This design comes from an exercise in tuning for small area, a short achievable clock period and few clock cycles per item on the open sky130 flow, not from production work. Where RTL was checked, it was by simulation tests only, not by an equivalence proof against the original. Power and IR drop assume default switching activity.

Design mul_unit, start of the top module:
module mul_unit
(
    input  logic                  clk,
    input  logic                  rst,
    input  logic                  start,
    input  logic [1:0]            mul_type,
    input  logic [31:0]           a,
    input  logic [31:0]           b,
    input  logic [4:0]            arch_reg,
    input  logic [5:0]   phys_reg,
    input  logic [2:0]  rob,
    input  logic                  cdb_mul_ack,
    input  logic                  branch,
    output logic                  cdb_valid,
    output logic [2:0]  cdb_rob,
    output logic [4:0]            cdb_arch_reg,
    output logic [5:0]   cdb_phys_reg,
    output logic [31:0]           cdb_data,
    output logic [31:0]           cdb_ps1_rdata,
    output logic [31:0]           cdb_ps2_rdata,
    output logic                  done
);
Settings: LEC_CHECK=0, CAP_MARGIN=20, CORE_MARGIN=2, CORE_UTILIZATION=40, SETUP_SLACK_MARGIN=0.8, SLEW_MARGIN=20, SYNTH_HIERARCHICAL=1, SYNTH_MINIMUM_KEEP_SIZE=0; clock period 5.0 ns.
standard.sh (not shown) runs the stock make flow with config.mk's settings and CLKGATE_MAP_FILE= SYNTH_SCRIPT=/design/flow/synth_recipe.tcl, a recipe that flattens the netlist after the stock synthesis.
==> flow/flow/run.sh <==
#!/bin/bash
# Standard ORFS layout (the standard.sh), except that the port buffers
# are sky130_fd_sc_hd__buf_2 rather than the cell buffer_ports picks itself.
set -euo pipefail
export BUFFER_PORTS_ARGS="-buffer_cell sky130_fd_sc_hd__buf_2"
bash standard.sh > standard.log 2>&1
The baseline passed the timing, DRC and antenna checks.
Next try:
- SETUP_SLACK_MARGIN: 0.8 -> unset
Outcome: The changed run ran to the end with no violations. Via count went down by 2.6%. Core utilization shrinks by 2.1 points. Synthesized area does not change. First-iteration DRC count goes down by about 10%. Clock power grows by about 6%. Sequential power stays flat. Total power decreases by 12%. Routed wire length grows by 1.2%.
No run of this note included a check of the RTL's function; only the layout flow was run.

mul_unit, a different RTL version from the one above (not shown whole).
Size: roughly 1400 cells after synthesis, roughly 200 I/O pins, roughly 16000 sq um of cells after synthesis.
Settings: LEC_CHECK=0, CAP_MARGIN=20, CORE_MARGIN=2, CORE_UTILIZATION=60, SETUP_SLACK_MARGIN=1.35, SLEW_MARGIN=20, SYNTH_HIERARCHICAL=1, SYNTH_MINIMUM_KEEP_SIZE=0; clock period 5.0 ns.
==> flow/flow/run.sh <==
#!/bin/bash
# The standard ORFS layout (standard.sh) with two changes:
#  - the port buffers are sky130_fd_sc_hd__buf_1 instead of the cell
#    buffer_ports picks by itself (a slow delay cell);
#  - after the standard synthesis every combinational cell is set to its
#    drive-1 variant; floorplan/placement repair sizes up what timing needs.
set -euo pipefail
export BUFFER_PORTS_ARGS="-buffer_cell sky130_fd_sc_hd__buf_1"
RES=orfs/results/${FLOW_PLATFORM}/mul_unit/base
bash standard.sh synth > synth.log 2>&1
DS_ODB=$RES/1_synth.odb openroad -no_init -exit flow/downsize.tcl > downsize.log 2>&1
touch $RES/1_synth.sdc
bash standard.sh > standard.log 2>&1
==> flow/flow/downsize.tcl <==
# Set every combinational cell of the synthesized netlist to its drive-1
# variant; the resizer's repair steps size up what timing needs.
set odb_file $::env(DS_ODB)
read_db $odb_file
set db [ord::get_db]
set n 0
foreach inst [[ord::get_db_block] getInsts] {
  set m [[$inst getMaster] getName]
  if {[regexp {^(sky130_fd_sc_hd__[a-z0-9]+)_([0-9]+)$} $m -> base drive]} {
    if {$drive <= 1} continue
    if {[regexp {df|dl|sdf|edf|clk|conb|buf} $base]} continue
    set new [$db findMaster ${base}_1]
    if {$new == "NULL" || $new == ""} continue
    $inst swapMaster $new
    incr n
  }
}
puts "downsized $n cells"
write_db $odb_file
The starting point completed without violations.
Testbench counts at the start, summed over its fixed seeds: cycles 7,208, ops 2,400.
==> next run, changes <==
- GPL_ROUTABILITY_DRIVEN: default -> 0
- SETUP_SLACK_MARGIN: 1.35 -> 1.1
After rerunning: Setup slack got worse by 0.038 ns; worst hold slack improves by 0.0080 ns; via count drops by 7.5%; final cell count came out lower by 6.4%; wire length shrinks by 11%; sequential power rose by about 3%; utilization shrinks by 6.2 points; non-clock buffer count went down by 136; power shrinks by 4.3%; design area drops by 7.9%; synthesized cell count does not change.
==> next run, changes <==
- CORE_UTILIZATION: 60 -> 50
- GPL_ROUTABILITY_DRIVEN: 0 -> default
What happened:
- worst setup slack gains 0.012 ns
- non-clock buffer count goes down by 8
- cell count grows by 3.0%
- core utilization shrinks by 12 points
- clock skew hardly moves
- hold slack is better by 0.0074 ns
- count of clock-buffer cells in the layout does not change
- cell area barely changes
- via count came out lower by 3.0%
- sequential cell count does not change
==> next run, changes <==
- CORE_UTILIZATION: 50 -> 60
- SETUP_SLACK_MARGIN: 1.1 -> 1.2
Die area went down by about a fifth.
Via count goes up by a few percent.
Register-to-register slack improved by 0.04 ns.
Power rises by a few percent.
Synthesized area stays the same.
Worst hold slack degrades by 0.0078 ns.
Setup slack degrades by 0.050 ns.
Wire length came out lower slightly.
Sequential cell count does not change.
==> next run, changes <==
- SETUP_SLACK_MARGIN: 1.2 -> 0.9
Result: The new run passed the timing, DRC and antenna checks. First-iteration DRC count shrinks by 11%. Wire length shrinks by 3.6%. Cell area shrinks by 4.4%. Clock skew hardly moves. Setup slack is worse by 0.10 ns. Sequential power grows by about 5%. Maximum frequency shrinks by 2.5%. Non-clock buffer count shrinks by 68.

## separate check: timing with driven ports
Ports are ideal in the flow. The routed layouts listed here were re-timed in OpenROAD.
Step 1 assumes that a clkbuf_16 drives the clock port and a buf_2 every other input.
Step 2 adds t to the input delays and takes it off the output delays; t is the mean of the earliest and latest rising clock arrival at the registers after step 1. Input paths then give back, and output paths get back, about the clock's delay inside the block.
a / b / c = no drivers / after step 1 / after step 2; a / b = the first two.
| run | t, ns | setup slack, ns | worst setup path after step 2 | clock arrival spread, ns |
|---|---|---|---|---|
| the first run of note 1 | 0.513 | 0.696 / 0.645 / 0.931 | register to register | 0.012 / 0.012 |
| the second run of note 1 | 0.519 | 0.212 / 0.161 / 0.680 | register to output | 0.012 / 0.012 |
| the first run of note 2 | 0.506 | 1.128 / 1.076 / 1.396 | register to register | 0.017 / 0.018 |
| the second run of note 2 | 0.482 | 1.091 / 1.091 / 1.091 | register to register | 0.017 / 0.016 |
| the third run of note 2 | 0.490 | 1.103 / 1.052 / 1.192 | register to register | 0.017 / 0.017 |
| the fourth run of note 2 | 0.486 | 1.053 / 0.999 / 1.229 | register to register | 0.017 / 0.017 |
| the fifth run of note 2 | 0.490 | 0.950 / 0.944 / 0.950 | register to register | 0.018 / 0.018 |
After both steps every run listed still meets setup and hold.
